What follows belongs to an exercise in optimizing a design on an open flow for small area, a short achievable clock period and few clock cycles; a production flow would make more cautious choices.
At most, simulation tests tie the RTL to the original design; equivalence was not proved.
No activity file was given, so power comes from the tool's default toggle rates.

Setup of run E:
// LASER
module LASER(CLK, RST, X, Y, C1X, C1Y, C2X, C2Y, DONE);
input CLK, RST;
input [3:0] X, Y;
output reg DONE;
output [3:0] C1X, C1Y, C2X, C2Y;
reg rq;
reg [3:0] xq;
reg [5:0] t;
reg [2:0] ph;
reg [15:0] m0;
reg [15:0] m2;
reg [15:0] m3;
reg [15:0] m4;
reg [15:0] m5;
reg [15:0] m6;
reg [15:0] m7;
reg [15:0] m8;
reg [15:0] m9;
reg [15:0] m10;
reg [15:0] m11;
reg [15:0] m12;
reg [15:0] m13;
reg [15:0] m14;
reg we, keep, cut, v6, v5, upd, last1, clr;
reg [3:0] yo;    
wire [5:0] tn = rq ? 6'd0 : (t == 6'd59) ? 6'd0 : t + 6'd1;
wire [2:0] phn = (tn == 6'd0) ? 3'd7 : ph + 3'd1;
wire [15:0] pdec = we ? (16'd1 << yo) : 16'd0;
always @(posedge CLK) begin
  rq <= RST;
  xq <= X;
  yo <= Y - {ph, 1'b0} - 4'd4;
  t <= tn;
  ph <= phn;
  we    <= ~RST & (tn >= 6'd1) & (tn <= 6'd40);
  keep  <= ~RST & (tn >= 6'd1) & (tn <= 6'd55);
  cut   <= (tn >= 6'd41) & (tn <= 6'd48);
  v6    <= (phn <= 3'd6);
  v5    <= (phn <= 3'd5);
  upd   <= ~RST & (tn >= 6'd43) & (tn <= 6'd58);
  last1 <= (tn == 6'd50);
  clr   <= RST | (tn == 6'd0);
end
localparam [7:0] E0_0 = 8'b11111010, E0_1 = 8'b01111111;
wire [1:0] wr0 = m0[1:0] & ~({2{cut}} & {E0_1[ph], E0_0[ph]});
always @(posedge CLK) m0 <= (keep ? {wr0, m0[15:2]} : 16'd0) | ((xq == 4'd0) ? pdec : 16'd0);
localparam [7:0] E2_0 = 8'b01110111, E2_1 = 8'b10101111;
wire [1:0] wr2 = m2[1:0] & ~({2{cut}} & {E2_1[ph], E2_0[ph]});
always @(posedge CLK) m2 <= (keep ? {wr2, m2[15:2]} : 16'd0) | ((xq == 4'd2) ? pdec : 16'd0);
localparam [7:0] E3_0 = 8'b01110111, E3_1 = 8'b10101111;
wire [1:0] wr3 = m3[1:0] & ~({2{cut}} & {E3_1[ph], E3_0[ph]});
always @(posedge CLK) m3 <= (keep ? {wr3, m3[15:2]} : 16'd0) | ((xq == 4'd3) ? pdec : 16'd0);
localparam [7:0] E4_0 = 8'b11111111, E4_1 = 8'b10101111;
wire [1:0] wr4 = m4[1:0] & ~({2{cut}} & {E4_1[ph], E4_0[ph]});
always @(posedge CLK) m4 <= (keep ? {wr4, m4[15:2]} : 16'd0) | ((xq == 4'd4) ? pdec : 16'd0);
localparam [7:0] E5_0 = 8'b01110111, E5_1 = 8'b10101111;
wire [1:0] wr5 = m5[1:0] & ~({2{cut}} & {E5_1[ph], E5_0[ph]});
always @(posedge CLK) m5 <= (keep ? {wr5, m5[15:2]} : 16'd0) | ((xq == 4'd5) ? pdec : 16'd0);
localparam [7:0] E6_0 = 8'b01110111, E6_1 = 8'b10101111;
wire [1:0] wr6 = m6[1:0] & ~({2{cut}} & {E6_1[ph], E6_0[ph]});
always @(posedge CLK) m6 <= (keep ? {wr6, m6[15:2]} : 16'd0) | ((xq == 4'd6) ? pdec : 16'd0);
  ...
==> flow/config.mk <==
export PLATFORM = sky130hd
export DESIGN_NAME = LASER
export DESIGN_NICKNAME = LASER
export VERILOG_FILES = /design/flow/design.v
export SDC_FILE = /design/flow/constraint.sdc
export NUM_CORES = 4
export LEC_CHECK = 0
export CAP_MARGIN = 20
export CORE_MARGIN = 2
export CORE_UTILIZATION = 40
export SETUP_SLACK_MARGIN = 3.3
export SLEW_MARGIN = 20
==> flow/constraint.sdc <==
create_clock -name core_clock -period 6.0 [get_ports {CLK}]
set_input_delay 1.2000 -clock core_clock [delete_from_list [all_inputs] [get_ports {CLK}]]
set_output_delay 1.2000 -clock core_clock [all_outputs]
set_load 0.01 [all_outputs]
run.sh (not shown) runs the stock make flow with config.mk's settings and CLKGATE_MAP_FILE= SYNTH_SCRIPT=/design/flow/synth_recipe.tcl, a recipe that flattens the netlist after the stock synthesis.
Modified inputs, run B compared to run E
- SETUP_SLACK_MARGIN changed from 3.3 to 3.6
Findings:
Compared with run E, run B shows a higher data required time of the worst path. In terms of part of the power in combinational logic, run E and run B differ only marginally. Diff run E -> run B | post-route cell area | up slightly. NOTE: number of optimization iterations in the first detailed-route pass in run B exceeds that of run E. No run among run E and run B stopped early or left any final violation; all are clean.
No functional check of the RTL was part of any run of this note.


Setup of job 1767:
LASER, a different RTL version from the one above (not shown whole).
Size: roughly 1800 cells after synthesis, ~350 flip-flops, roughly 27 I/O pins, roughly 15000 um^2 of cells after synthesis.
clock: 6.0 ns
lec_check: 0
abc_area: 1
abc_clock_period_in_ps: 2400
cap_margin: 20
core_margin: 2
core_utilization: 40
cts_buf_list: sky130_fd_sc_hd__clkbuf_4 sky130_fd_sc_hd__clkbuf_8
setup_slack_margin: 3.6
slew_margin: 20
Job 1767: PASS, flow complete, no timing, DRC or antenna violations
Testbench counts of job 1767, summed over its fixed seeds: cycles 15,608.
Input-level comparison between job 5211 and job 1767:
-- flow/config.mk --
<<< job 1767, line 9
export ABC_CLOCK_PERIOD_IN_PS = 2400
>>> job 5211, line 9
<<< job 1767, line 13
export CTS_BUF_LIST = sky130_fd_sc_hd__clkbuf_4 sky130_fd_sc_hd__clkbuf_8
>>> job 5211, line 12
export CTS_BUF_LIST = sky130_fd_sc_hd__clkbuf_8
export CTS_CLUSTER_SIZE = 40
Notes after the runs:
Job 5211 against job 1767: power drawn by the combinational cells flat; part of the power in combinational logic up 0.2 points; synthesized cell count flat.
Job 5211 reached the end of the flow, and the finished layout is clean on the timing, design-rule and antenna checks.
Input-level comparison between job 5352 and job 5211:
-- flow/config.mk --
<<< job 5211, line 8
export ABC_AREA = 1
>>> job 5352, line 8
export ABC_AREA = 0
export ABC_CLOCK_PERIOD_IN_PS = 2400
<<< job 5211, line 12
export CTS_BUF_LIST = sky130_fd_sc_hd__clkbuf_8
export CTS_CLUSTER_SIZE = 40
>>> job 5352, line 13
export CTS_BUF_LIST = sky130_fd_sc_hd__clkbuf_4 sky130_fd_sc_hd__clkbuf_8
[summary]
Setup slack in job 5352 is 0.049 ns above job 5211.
In the tables for job 5352 and job 5211, measured slew at the worst slew-check pin reads higher with job 5352.
Against job 5211, job 5352 reports a global-route usage that is higher.
Job 5211 vs job 5352, cell class with the largest area share: sequential cells vs multi-input gates
Between job 5352 and job 5211, total power draw is higher for job 5352, job 5211 comes in under that.
Job 5352 ended with more routed wire length than job 5211.
On job 5352: non-clock buffer count is 50% higher than what job 5211 gave.
Clock latency of the later-clocked register in the worst-skew pair: job 5352 > job 5211
Inputs modified between job 5352 and job 9617:
-- flow/config.mk --
<<< job 5352, line 8
export ABC_AREA = 0
export ABC_CLOCK_PERIOD_IN_PS = 2400
>>> job 9617, line 8
export ABC_AREA = 1
<<< job 5352, line 14
>>> job 9617, line 13
export PLACE_DENSITY = 0.75
### Flow results
Clock-buffer cell count: job 9617 vs job 5352 down 6.6%
Against job 5352, maximum clock rate in job 9617 fell slightly.
After synthesis and placement, the instance count of job 9617 is above that of job 5352.
Delta (job 9617 minus job 5352): minimum setup slack in the final design now smaller; post-route cell area now smaller.
Against job 5352 as the reference, job 9617 delivers a lower endpoint required time on the critical path.
The global placer's final weighted congestion number comes out higher for job 5352 vs job 9617.
Cmp job 9617 vs job 5352: number of signal-net buffers in the layout lower in job 9617
Job 9617 ran to completion and came out clean on the timing, design-rule and antenna checks.
Diff job 5352 -> job 9617 | overall die height | up slightly
Modified inputs, job 5332 compared to job 9617
-- flow/config.mk --
<<< job 9617, line 13
export PLACE_DENSITY = 0.75
export SETUP_SLACK_MARGIN = 3.6
>>> job 5332, line 13
export SETUP_SLACK_MARGIN = 3.45
- Comparing job 5332 with job 9617, the footprint of the multi-input gates came out essentially unchanged.
- Job 5332 vs. job 9617: area growth from synthesis to final layout climbed 0.19 points, count of clock-buffer cells in the layout picked up an extra 7, per-cell routed wire length went up by about 3.4%.
- The fill cell total of the finished layout of job 5332 exceeds that of job 9617 by 3.7%.
- Job 5332 vs. job 9617: power after layout now sits higher; minimum clock period after layout now sits higher; number of nets with antenna violations after detailed routing now sits at about the same level.
--- input diff job 5332..job 9780 ---
-- flow/config.mk --
<<< job 5332, line 11
export CORE_UTILIZATION = 40
export CTS_BUF_LIST = sky130_fd_sc_hd__clkbuf_4 sky130_fd_sc_hd__clkbuf_8
export SETUP_SLACK_MARGIN = 3.45
>>> job 9780, line 11
export CORE_UTILIZATION = 60
export SETUP_SLACK_MARGIN = 3.6
==> run notes <==
Side by side, final standard cell count with taps included and fillers excluded turned out lower in job 9780 than in job 5332.
met3 track utilization from global routing up 0.57 points in job 9780 wrt job 5332
Between job 9780 and job 5332, global-route wire length before repair is higher for job 5332, job 9780 comes in under that.
In job 9780 relative to job 5332, number of nets in the finished design had gone down slightly.
Comparing job 9780 against job 5332, there is no change at all in simple-gate portion of the synthesized area.
Looking at timing startpoint of the critical path, the m8[0]$_DFF_P_ result is from job 9780; the m12[0]$_DFF_P_ one comes from job 5332.
In the metrics for job 9780 and job 5332, the one carrying the higher power is job 9780.
On routed wire length, job 9780 and job 5332 are basically level.
The die used by job 9780 is smaller than the one used by job 5332.
Comparing job 9780 and job 5332, the higher setup slack was measured on job 9780.
Taking job 5332 as the reference point, the clock-buffer cell count of job 9780 falls by 41.


job 6662:
LASER, a different RTL version from the one above (not shown whole).
Size in the first run: about 1600 cells after synthesis, about 27 I/O pins, roughly 14000 um^2 of cells after synthesis.
Settings: LEC_CHECK=0, ABC_AREA=1, CAP_MARGIN=20, CORE_MARGIN=2, CORE_UTILIZATION=40, CTS_BUF_LIST=sky130_fd_sc_hd__clkbuf_16, CTS_CLUSTER_DIAMETER=150, CTS_CLUSTER_SIZE=20, SETUP_SLACK_MARGIN=3.7, SLEW_MARGIN=20; clock period 6.0 ns.
Job 6662 reached the end of the flow, and the finished layout is clean on the timing, design-rule and antenna checks.
Testbench counts of job 6662, summed over its fixed seeds: cycles 15,608.
What job 8008 does differently from job 6662 at the input level:
Settings: SETUP_SLACK_MARGIN: 3.7 -> 3.8.
==> run notes <==
Compared with job 6662, in job 8008 antenna diode count fell 1, first-pass GRT wire length about even, fmax rose 2.5%, final clock period utilization by the worst path fell 0.90 points, met2 track utilization from global routing rose 0.49 points.
## Diff of input files: job 3419 against job 8008
Settings: a change of CTS_CLUSTER_DIAMETER from 150 to 200; a change of SETUP_SLACK_MARGIN from 3.8 to 3.7; a change of CTS_CLUSTER_SIZE from 20 to 30.
--- outcome ---
From job 8008 to job 3419 the numbers moved as follows: post-layout total power decreased about 6%; minimum clock period after layout increased 66 ps; final worst-path cycle share increased 1.1 points. Changes observed in job 3419 relative to job 8008: total routed wirelength lower, sequential share of layout area higher, post-detailed-placement half-perimeter wirelength lower.
Inputs modified between job 3419 and job 2933:
Settings: CTS_CLUSTER_DIAMETER no longer set, was 200; CTS_CLUSTER_SIZE no longer set, was 30; CTS_BUF_LIST now sky130_fd_sc_hd__clkbuf_4 sky130_fd_sc_hd__clkbuf_8, was sky130_fd_sc_hd__clkbuf_16.
--- outcome ---
Changes observed in job 2933 relative to job 3419: sum of met2 wire segment lengths after detailed routing rose by 270 um; share of post-route cells with drive strength above 1 rose by 4.5 points; cell area after placement stayed essentially flat.
Job 2933: all stages complete, timing, DRC and antenna checks passed
Job 2933: power dissipated by switching net loads higher than job 3419
Any difference in number of multi-input combinational cells between job 3419 and job 2933 is small enough to ignore.
Job 3419 vs job 2933, destination of the critical timing path: sc[4][3]$_DFF_P_ vs sc[2][3]$_DFF_P_
Inputs modified between job 2933 and job 1646:
Settings: CTS_CLUSTER_DIAMETER: unset -> 150; SETUP_SLACK_MARGIN: 3.7 -> 3.75; CTS_BUF_LIST: sky130_fd_sc_hd__clkbuf_4 sky130_fd_sc_hd__clkbuf_8 -> sky130_fd_sc_hd__clkbuf_16; CTS_CLUSTER_SIZE: unset -> 25.
==> run notes <==
Clock network fraction of design power in job 1646 is 12 points below job 2933.
Pin count of the biggest net entering global routing for job 1646 is higher than for job 2933.
Job 1646 against job 2933: final cell count moved down; sequential share of cell area moved up.
On job 1646: post-synthesis to final-layout area growth is 5.1 points lower than what job 2933 gave.
Re xor/xnor cell area share of the yosys netlist: no difference whatsoever between job 2933 and job 1646.
Delta(total power after layout, job 1646 - job 2933) < 0
Diff job 2933 -> job 1646: setup slack decreased 8.4 ps, final area decreased 690 um^2.


LASER, a different RTL version from the one above (not shown whole).
Size in the first run: about 1,600 cells after synthesis, about 380 flip-flops, ~27 I/O pins, roughly 17,000 um2 of cells after synthesis.
==> flow/config.mk <==
export PLATFORM = sky130hd
export DESIGN_NAME = LASER
export DESIGN_NICKNAME = LASER
export VERILOG_FILES = /design/flow/design.v
export SDC_FILE = /design/flow/constraint.sdc
export NUM_CORES = 4
export LEC_CHECK = 0
export CAP_MARGIN = 20
export CORE_MARGIN = 2
export CORE_UTILIZATION = 40
export SETUP_SLACK_MARGIN = 3.3
export SLEW_MARGIN = 20
==> flow/constraint.sdc <==
create_clock -name core_clock -period 6.0 [get_ports {CLK}]
set_input_delay 1.2000 -clock core_clock [delete_from_list [all_inputs] [get_ports {CLK}]]
set_output_delay 1.2000 -clock core_clock [all_outputs]
set_load 0.01 [all_outputs]
Then changed:
--- a/flow/config.mk
+++ b/flow/config.mk
@@ -9,4 +9,4 @@
 export CORE_MARGIN = 2
 export CORE_UTILIZATION = 40
-export SETUP_SLACK_MARGIN = 3.3
+export SETUP_SLACK_MARGIN = 3.6
 export SLEW_MARGIN = 20
Effect:
- final area hardly moves
- power increases by 1.7%
- sequential share of layout area barely changes
- synthesized area does not change
No functional check of the RTL was part of any run of this note.


RTL: one of the versions met above, not the one the previous note started from.
Size: ~1600 cells after synthesis.
// LASER
module LASER(CLK, RST, X, Y, C1X, C1Y, C2X, C2Y, DONE);
input CLK, RST;
input [3:0] X, Y;
output reg DONE;
output [3:0] C1X, C1Y, C2X, C2Y;
reg rq;
reg [3:0] xq;
reg [15:0] m0;
reg [15:0] m2;
reg [15:0] m3;
reg [15:0] m4;
reg [15:0] m5;
reg [15:0] m6;
reg [15:0] m7;
reg [15:0] m8;
reg [15:0] m9;
reg [15:0] m10;
reg [15:0] m11;
reg [15:0] m12;
reg [15:0] m13;
reg [15:0] m14;
reg [5:0] u;
wire [2:0] ph = u[2:0];
reg we, keep, cut, v6, v5, upd, last1, clr;
reg [3:0] yo;    
wire [5:0] un = (rq | (u == 6'd59)) ? 6'd63 : u + 6'd1;
wire [15:0] pdec = we ? (16'd1 << yo) : 16'd0;
always @(posedge CLK) begin
  rq <= RST;
  xq <= X;
  yo <= Y - {ph, 1'b0} - 4'd4;
  u <= un;
  we    <= ~RST & (un <= 6'd39);
  keep  <= ~RST & (un <= 6'd54);
  cut   <= (un >= 6'd40) & (un <= 6'd47);
  v6    <= (un[2:0] <= 3'd6);
  v5    <= (un[2:0] <= 3'd5);
  upd   <= ~RST & (un >= 6'd43) & (un <= 6'd58);
  last1 <= (un == 6'd50);
  clr   <= RST | (un == 6'd63);
end
localparam [7:0] E0_0 = 8'b11111010, E0_1 = 8'b01111111;
wire [1:0] wr0 = m0[1:0] & ~({2{cut}} & {E0_1[ph], E0_0[ph]});
always @(posedge CLK) m0 <= (keep ? {wr0, m0[15:2]} : 16'd0) | ((xq == 4'd0) ? pdec : 16'd0);
localparam [7:0] E2_0 = 8'b01110111, E2_1 = 8'b10101111;
wire [1:0] wr2 = m2[1:0] & ~({2{cut}} & {E2_1[ph], E2_0[ph]});
always @(posedge CLK) m2 <= (keep ? {wr2, m2[15:2]} : 16'd0) | ((xq == 4'd2) ? pdec : 16'd0);
localparam [7:0] E3_0 = 8'b01110111, E3_1 = 8'b10101111;
wire [1:0] wr3 = m3[1:0] & ~({2{cut}} & {E3_1[ph], E3_0[ph]});
always @(posedge CLK) m3 <= (keep ? {wr3, m3[15:2]} : 16'd0) | ((xq == 4'd3) ? pdec : 16'd0);
localparam [7:0] E4_0 = 8'b11111111, E4_1 = 8'b10101111;
wire [1:0] wr4 = m4[1:0] & ~({2{cut}} & {E4_1[ph], E4_0[ph]});
always @(posedge CLK) m4 <= (keep ? {wr4, m4[15:2]} : 16'd0) | ((xq == 4'd4) ? pdec : 16'd0);
localparam [7:0] E5_0 = 8'b01110111, E5_1 = 8'b10101111;
wire [1:0] wr5 = m5[1:0] & ~({2{cut}} & {E5_1[ph], E5_0[ph]});
always @(posedge CLK) m5 <= (keep ? {wr5, m5[15:2]} : 16'd0) | ((xq == 4'd5) ? pdec : 16'd0);
  ...
clock: 6.0 ns
lec_check: 0
abc_area: 1
cap_margin: 20
core_margin: 2
core_utilization: 40
cts_buf_list: sky130_fd_sc_hd__clkbuf_16
cts_cluster_diameter: 150
cts_cluster_size: 20
setup_slack_margin: 3.62
slew_margin: 20
The starting point finished with timing, DRC and antenna clean.
Testbench counts at the start, summed over its fixed seeds: cycles 15,608.
Change:
--- a/flow/config.mk
+++ b/flow/config.mk
@@ -11 +11 @@
-export CORE_UTILIZATION = 40
+export CORE_UTILIZATION = 55
@@ -15 +15 @@
-export SETUP_SLACK_MARGIN = 3.62
+export SETUP_SLACK_MARGIN = 3.7
Wire length goes up by 4.2%; final area goes down by 0.51%; fmax goes up by 1.1%; clock skew goes down by 0.0042 ns; worst setup slack gains 0.025 ns; die area goes down by 27%; clock power hardly moves.
Change:
--- a/flow/config.mk
+++ b/flow/config.mk
@@ -11 +11 @@
-export CORE_UTILIZATION = 55
+export CORE_UTILIZATION = 40
@@ -14,0 +15 @@
+export GPL_TIMING_DRIVEN = 0
The changed run passed the timing, design-rule and antenna checks. Wire length grows by 7.2%. Worst setup slack is about the same. Synthesized area stays the same. Final cell count increases by 10%. Count of clock-buffer cells in the layout stays the same. Register-to-register slack is about the same.

## what the ideal ports hide
Ports are ideal in the flow. The routed layouts listed here were re-timed in OpenROAD.
Step 1: set_driving_cell puts a clkbuf_16 on CLK and a buf_2 on each other input, an assumption about the parent block.
Step 2 adds t to the input delays and takes it off the output delays; t is the mean of the earliest and latest rising clock arrival at the registers after step 1. Input paths then give back, and output paths get back, about the clock's delay inside the block.
a / b / c = no drivers / after step 1 / after step 2; a / b = the first two.
run	t (ns)	slack for setup (ns)	hold slack, ns	worst data-port slew with drivers (ns)	cell pins on the clock port's net
run E	0.564	2.971 / 2.971 / 2.971	0.328 / 0.328 / 0.328	0.03	1
run B	0.587	3.063 / 3.063 / 3.063	0.337 / 0.337 / 0.337	0.03	1
job 1767	0.641	3.632 / 3.608 / 3.096	0.394 / 0.394 / 0.394	0.03	1
job 5211	0.629	3.601 / 3.555 / 3.111	0.388 / 0.388 / 0.388	0.03	1
job 5352	0.672	3.650 / 3.612 / 3.144	0.410 / 0.410 / 0.410	0.04	1
job 9617	0.611	3.614 / 3.614 / 3.127	0.351 / 0.351 / 0.351	0.03	1
job 5332	0.637	3.550 / 3.534 / 3.113	0.354 / 0.354 / 0.354	0.05	1
job 9780	0.563	3.615 / 3.611 / 3.134	0.320 / 0.320 / 0.320	0.04	1
job 6662	0.560	3.744 / 3.695 / 3.245	0.347 / 0.347 / 0.347	0.03	1
job 8008	0.568	3.798 / 3.762 / 3.493	0.345 / 0.345 / 0.345	0.03	1
job 3419	0.546	3.732 / 3.694 / 3.251	0.350 / 0.350 / 0.350	0.03	1
job 2933	0.621	3.751 / 3.711 / 3.233	0.343 / 0.343 / 0.343	0.03	1
job 1646	0.551	3.742 / 3.742 / 3.292	0.356 / 0.356 / 0.356	0.03	1
the first run of note 4	0.603	3.010 / 3.010 / 3.010	0.326 / 0.326 / 0.326	0.04	1
the second run of note 4	0.591	3.017 / 3.017 / 3.017	0.326 / 0.326 / 0.326	0.03	1
the first run of note 5	0.569	3.673 / 3.622 / 3.162	0.367 / 0.367 / 0.367	0.03	1
the second run of note 5	0.568	3.699 / 3.698 / 3.256	0.344 / 0.344 / 0.344	0.03	1
the third run of note 5	0.567	3.698 / 3.698 / 3.257	0.356 / 0.356 / 0.356	0.04	1
After both steps setup and hold are still met in every run listed. The setup slack of job 1767, which loses most, moves by -0.024 ns with the drivers and by -0.536 ns with both steps.
